This design comes from an exercise in tuning for small area on the open sky130 flow, not from production work.
The RTL was checked by simulation tests, not by an equivalence proof against the original design.
No activity file was given, so power comes from the tool's default toggle rates.

== P ==
==> flow/design.v <==
module simple_480p (
    input  wire logic clk_pix,    
    input  wire logic rst,        
    output      logic [9:0] sx,   
    output      logic [9:0] sy,   
    output      logic hsync,      
    output      logic vsync,      
    output      logic de          
    );
    parameter HA_END = 639;            
    parameter HS_STA = HA_END + 16;    
    parameter HS_END = HS_STA + 96;    
    parameter LINE   = 799;            
    parameter VA_END = 479;            
    parameter VS_STA = VA_END + 10;    
    parameter VS_END = VS_STA + 2;     
    parameter SCREEN = 524;            
    always_comb begin
        hsync = ~(sx >= HS_STA && sx < HS_END);   
        vsync = ~(sy >= VS_STA && sy < VS_END);   
        de = (sx <= HA_END && sy <= VA_END);
    end
    always_ff @(posedge clk_pix) begin
        if (sx == LINE) begin   
            sx <= 0;
            sy <= (sy == SCREEN) ? 0 : sy + 1;   
        end else begin
            sx <= sx + 1;
        end
        if (rst) begin
            sx <= 0;
            sy <= 0;
        end
    end
endmodule
`default_nettype none
`timescale 1ns / 1ps
module top_bounce #(parameter CORDW=10) (   
    input  wire logic clk_pix,          
    input  wire logic rst,              
    input  wire logic [CORDW-1:0] init_q1x,   
    input  wire logic [CORDW-1:0] init_q1y,
    input  wire logic [CORDW-1:0] init_q2x,   
    input  wire logic [CORDW-1:0] init_q2y,
    input  wire logic [CORDW-1:0] init_q3x,   
    input  wire logic [CORDW-1:0] init_q3y,
    input  wire logic [5:0] init_dir,   
    output      logic [CORDW-1:0] sx,   
    output      logic [CORDW-1:0] sy,   
    output      logic de,               
    output      logic [7:0] sdl_r,      
    output      logic [7:0] sdl_g,      
    output      logic [7:0] sdl_b       
    );
    logic last_x, last_y;
    always_comb begin
        last_x = (sx == 799);
        last_y = (sy == 524);
        de = (sx <= 639 && sy <= 479);
    end
    always_ff @(posedge clk_pix) begin
        sx <= last_x ? 10'd0 : sx + 10'd1;
        sy <= (last_x && last_y) ? 10'd0 : sy + {9'd0, last_x};
        if (rst) begin
            sx <= 0;
            sy <= 0;
        end
    end
    logic [9:0] c1x, c2x, c3x, c1y, c2y, c3y;
    logic q1dx, q1dy, q2dx, q2dy, q3dx, q3dy;
    logic eval;
    always_comb eval = last_y && (sx == 0);
    logic h1x, l1x, h2x, l2x, h3x, l3x, h1y, l1y, h2y, l2y, h3y, l3y;
    always_comb begin
        h1x = (c1x >= 538); l1x = (c1x < 2);
        h2x = (c2x >= 489); l2x = (c2x == 0);
        h3x = (c3x >= 439); l3x = (c3x == 0);
        h1y = (c1y >= 379); l1y = (c1y < 3);
        h2y = (c2y >= 330); l2y = (c2y < 2);
        h3y = (c3y >= 280); l3y = (c3y < 2);
    end
    logic hold1x, hold2x, hold3x, ext1y, ext2y, ext3y;
    always_comb begin
        hold1x = last_y && (q1dx ? (sx < 798) : (sx < 2));
        hold2x = last_y && (q2dx ? (sx < 799) : (sx < 1));
        hold3x = last_y && (q3dx ? (sx < 799) : (sx < 1));
        ext1y  = last_y && (q1dy ? (sx < 2) : (sx < 523));
        ext2y  = last_y && (q2dy ? (sx < 1) : (sx < 524));
        ext3y  = last_y && (q3dy ? (sx < 1) : (sx < 524));
    end
    function automatic [9:0] decx(input [9:0] c, input en);
        decx = c - {9'd0, en};
        if (en && c == 0) decx[7:5] = 3'b000;    
    endfunction
    function automatic [9:0] decy(input [9:0] c, input en);
        decy = c - {9'd0, en};
        if (en && c == 0) begin                  
            decy[8:4] = 5'b00000;
            decy[1:0] = 2'b00;
        end
    endfunction
    always_ff @(posedge clk_pix) begin
        c1x <= decx(c1x, !hold1x);
        c2x <= decx(c2x, !hold2x);
        c3x <= decx(c3x, !hold3x);
        c1y <= decy(c1y, last_x || ext1y);
        c2y <= decy(c2y, last_x || ext2y);
        c3y <= decy(c3y, last_x || ext3y);
        if (eval) begin
            q1dx <= h1x | (~l1x & q1dx);
            q2dx <= h2x | (~l2x & q2dx);
            q3dx <= h3x | (~l3x & q3dx);
            q1dy <= h1y | (~l1y & q1dy);
            q2dy <= h2y | (~l2y & q2dy);
            q3dy <= h3y | (~l3y & q3dy);
        end
        if (rst) begin
            c1x <= init_q1x;
            c1y <= {1'b0, init_q1y[8:0]};
            c2x <= {1'b0, init_q2x[8:0]};
            c2y <= {1'b0, init_q2y[8:0]};
            c3x <= {1'b0, init_q3x[8:0]};
            c3y <= {1'b0, init_q3y[8:0]};
            {q3dy, q3dx, q2dy, q2dx, q1dy, q1dx} <= init_dir;
        end
    end
    logic q1_draw, q2_draw, q3_draw;
    always_comb begin
        q1_draw = (c1x == 0 || c1x >= 701) && (c1y == 0 || c1y >= 426);
        q2_draw = (c2x == 0 || c2x >= 651) && (c2y == 0 || c2y >= 376);
        q3_draw = (c3x == 0 || c3x >= 601) && (c3y == 0 || c3y >= 326);
    end
    logic r, g, b;
    always_ff @(posedge clk_pix) begin
        r <= de && q1_draw;
        g <= de && q2_draw;
        b <= de && q3_draw;
    end
    always_comb begin
        sdl_r = {8{r}};
        sdl_g = {8{g}};
        sdl_b = {8{b}};
    end
endmodule
clock: 10.0 ns
lec_check: 0
cap_margin: 20
core_margin: 2
core_utilization: 40
slew_margin: 20
run.sh (not shown) runs the stock make flow with config.mk's settings and CLKGATE_MAP_FILE= SYNTH_SCRIPT=/design/flow/synth_recipe.tcl, a recipe that flattens the netlist after the stock synthesis.
[inputs] Q vs P
--- a/flow/design.v
+++ b/flow/design.v
@@ -59,8 +59,12 @@
         de = (sx <= 639 && sy <= 479);
     end
     always_ff @(posedge clk_pix) begin
-        sx <= last_x ? 10'd0 : sx + 10'd1;
-        sy <= (last_x && last_y) ? 10'd0 : sy + {9'd0, last_x};
+        if (last_x) begin
+            sx <= 0;
+            sy <= last_y ? 10'd0 : sy + 10'd1;
+        end else begin
+            sx <= sx + 10'd1;
+        end
         if (rst) begin
             sx <= 0;
             sy <= 0;
@@ -88,24 +92,19 @@
         ext2y  = last_y && (q2dy ? (sx < 1) : (sx < 524));
         ext3y  = last_y && (q3dy ? (sx < 1) : (sx < 524));
     end
-    function automatic [9:0] decx(input [9:0] c, input en);
-        decx = c - {9'd0, en};
-        if (en && c == 0) decx[7:5] = 3'b000;    
+    function automatic [9:0] decx(input [9:0] c);
+        decx = (c == 0) ? 10'd799 : c - 10'd1;
     endfunction
-    function automatic [9:0] decy(input [9:0] c, input en);
-        decy = c - {9'd0, en};
-        if (en && c == 0) begin                  
-            decy[8:4] = 5'b00000;
-            decy[1:0] = 2'b00;
-        end
+    function automatic [9:0] decy(input [9:0] c);
+        decy = (c == 0) ? 10'd524 : c - 10'd1;
     endfunction
     always_ff @(posedge clk_pix) begin
-        c1x <= decx(c1x, !hold1x);
-        c2x <= decx(c2x, !hold2x);
-        c3x <= decx(c3x, !hold3x);
-        c1y <= decy(c1y, last_x || ext1y);
-        c2y <= decy(c2y, last_x || ext2y);
-        c3y <= decy(c3y, last_x || ext3y);
+        if (!hold1x) c1x <= decx(c1x);
+        if (!hold2x) c2x <= decx(c2x);
+        if (!hold3x) c3x <= decx(c3x);
+        if (last_x || ext1y) c1y <= decy(c1y);
+        if (last_x || ext2y) c2y <= decy(c2y);
+        if (last_x || ext3y) c3y <= decy(c3y);
         if (eval) begin
             q1dx <= h1x | (~l1x & q1dx);
             q2dx <= h2x | (~l2x & q2dx);
--- outcome ---
- Measured against each other, P and Q differ in sequential share of layout area, the lower figure coming from P.
- Q has global-route usage over all layers above what P had.
- In Q the final wirelength turned out 24% higher than in P.
- Comparing P and Q, the lower y dimension of the die was measured on P.
- The x dimension of the die of Q is higher than that of P.
- Diff P -> Q | maximum frequency | decrease of 0.045 GHz
- Number of non-filler instances in the completed layout for Q is higher than for P.
- Delta (Q minus P): shortest clock period the worst path allows after layout went up; share of cell area taken by multi-input logic gates shows a reduction of 4.1 points; peak per-stage delay on the critical path climbed 430 ps; pin count of the biggest net entering global routing higher.
- Compared with P, in Q die area climbed about 12%, leakage power summed over all cells climbed about 3%.

==> static timing again, ports no longer ideal <==
How much do the figures lean on ideal ports? The routed layouts below were timed once more, with nothing changed but the port constraints. Step 1 assumes that a clkbuf_16 drives the clock port and a buf_2 every other input. Step 2 also shifts input and output timing later by t, the mid clock arrival at the registers, as if the neighbouring blocks saw the same clock. Slacks: ideal / step 1 / step 2; pairs: ideal / step 1.
run | t, ns | slack for setup (ns) | slew at the worst register clock pin (ns) | pins driven straight from the clock port
P | 0.384 | 6.123 / 6.083 / 6.235 | 0.07 / 0.07 | 1
Q | 0.384 | 5.302 / 5.320 / 4.936 | 0.07 / 0.07 | 1
After both steps setup and hold are still met in every run listed. For Q, which loses most, drivers alone change the setup slack by +0.018 ns; drivers and shift together by -0.366 ns.
